What follows belongs to an exercise in optimizing a design on an open flow for small area; a production flow would make more cautious choices.
Only simulation tests tie the RTL to the original design; equivalence was not proved.
Power and IR drop assume default switching activity.

## job 101
## Follower
module Follower(clk,RST_n,led,a2d_SS_n,SCLK,MISO,MOSI,rev_rht,
                rev_lft,fwd_rht,fwd_lft,IR_in_en,IR_mid_en,IR_out_en,
				in_transit,OK2Move,buzz,buzz_n,BC,RX);
Size in the first run: about 1100 cells after synthesis, about 250 flip-flops, ~27 I/O pins.
clock: 20.0 ns
lec_check: 0
cap_margin: 20
core_margin: 2
core_utilization: 40
cts_cluster_diameter: 100
cts_cluster_size: 20
slew_margin: 20
run.sh (not shown) runs the stock make flow with config.mk's settings and CLKGATE_MAP_FILE= SYNTH_SCRIPT=/design/flow/synth_recipe.tcl, a recipe that flattens the netlist after the stock synthesis.
Job 101 reached the end of the flow, and the finished layout is clean on the timing, DRC and antenna checks.
## Diff of input files: job 102 against job 101
# job 101
export LEC_CHECK = 0
export CAP_MARGIN = 20
export CORE_MARGIN = 2
export CORE_UTILIZATION = 40
export CTS_CLUSTER_DIAMETER = 100
export CTS_CLUSTER_SIZE = 20
export SLEW_MARGIN = 20
create_clock -name core_clock -period 20.0 [get_ports {clk}]
# job 102
export LEC_CHECK = 0
export CAP_MARGIN = 20
export CORE_MARGIN = 2
export CORE_UTILIZATION = 40
export CTS_CLUSTER_DIAMETER = 100
export CTS_CLUSTER_SIZE = 20
export GPL_TIMING_DRIVEN = 0
export SLEW_MARGIN = 20
create_clock -name core_clock -period 20.0 [get_ports {clk}]
Notes after the runs:
Job 102 finished end to end and its layout was clean on timing, DRC and antenna.
Job 102 vs job 101 — count of fill cells added during filler insertion dropped slightly
Taking job 101 as the reference, in job 102 detailed-route wire length now sits higher; clock tree buffer count of the final layout fell by 3.6%; clock network fraction of design power shrank by 0.6 points; largest clock skew in the final design shows no meaningful change.
Here is what was changed in the inputs of job 103 compared with job 102.
# job 102
export LEC_CHECK = 0
export CAP_MARGIN = 20
export CORE_MARGIN = 2
export CORE_UTILIZATION = 40
export CTS_CLUSTER_DIAMETER = 100
export CTS_CLUSTER_SIZE = 20
export GPL_TIMING_DRIVEN = 0
export SLEW_MARGIN = 20
create_clock -name core_clock -period 20.0 [get_ports {clk}]
# job 103
export LEC_CHECK = 0
export CAP_MARGIN = 20
export CORE_MARGIN = 2
export CORE_UTILIZATION = 55
export SLEW_MARGIN = 20
create_clock -name core_clock -period 20.0 [get_ports {clk}]
==> flow/flow/run.sh (new file) <==
#!/bin/bash
# Layout flow: the standard flow (standard synthesis unchanged), with
#  - the port buffers made with the smallest buffer (buf_1) instead of the default,
#  - clock tree synthesis with clkbuf_8 leaf clusters of at most 14 sinks and no
#    dummy loads.
# Every tool's output goes to standard.log in this folder (ORFS also keeps its own
# per-step logs under orfs/logs).
set -o pipefail
CTS="-sink_clustering_enable -repair_clock_nets -sink_clustering_size 14 -sink_clustering_max_diameter 80 -buf_list sky130_fd_sc_hd__clkbuf_8 -dont_use_dummy_load"
bash standard.sh "BUFFER_PORTS_ARGS=-buffer_cell sky130_fd_sc_hd__buf_1" "CTS_ARGS=$CTS" finish > standard.log 2>&1
==> flow/standard.sh (new file) <==
#!/bin/bash
# synth_recipe.tcl (not shown) runs the flow's synth.tcl, then flattens the netlist and writes it again
# the make line also repeats each setting of config.mk as NAME=value (left out here)
make -C /OpenROAD-flow-scripts/flow DESIGN_CONFIG=/design/flow/config.mk WORK_HOME=/design/flow/orfs CLKGATE_MAP_FILE= SYNTH_SCRIPT=/design/flow/synth_recipe.tcl "${@:-finish}"
removed: flow/run.sh
Notes after the runs:
- Diff job 102 -> job 103 | slew at the pin closest to its max-slew limit | decrease of 0.063 ns
- Status: area of the multi-input gates parity (job 102, job 103)
- Cmp job 103 and job 102 / cell count / higher: job 102
- Job 103 against job 102: routed wire length now sits lower; fraction of met2 tracks used by global routing now sits higher; count of buffers not belonging to the clock network in the layout now sits lower; clock share of power now sits lower.
- Min via count of the first global-routing pass across job 103 and job 102: job 103
- Re data arrival time of the critical path: job 103 is 0.37 ns down on job 102.
- Final design utilization (lower): job 102
- [job 103 vs job 102] sequential share of layout area: higher in job 103
Relative to job 103, the following input files were edited for job 104:
# job 103
export LEC_CHECK = 0
export CAP_MARGIN = 20
export CORE_MARGIN = 2
export CORE_UTILIZATION = 55
export SLEW_MARGIN = 20
create_clock -name core_clock -period 20.0 [get_ports {clk}]
# job 104
export LEC_CHECK = 0
export CAP_MARGIN = 20
export CORE_MARGIN = 2
export CORE_UTILIZATION = 40
export SLEW_MARGIN = 20
create_clock -name core_clock -period 20.0 [get_ports {clk}]
### Flow results
- Job 103: done, clean on timing, DRC and antenna
- Job 104 went all the way through synthesis, placement and routing and the layout is clean on timing, DRC and antenna.
- There was hardly any difference in total number of nets in the final design between job 103 and job 104.
- Job 104 vs job 103 — total die area rose 36%.
- Job 104: effective utilization at floorplan is 15 points lower than what job 103 reported.
- Between job 103 and job 104, final standard cell count with taps included and fillers excluded increased.
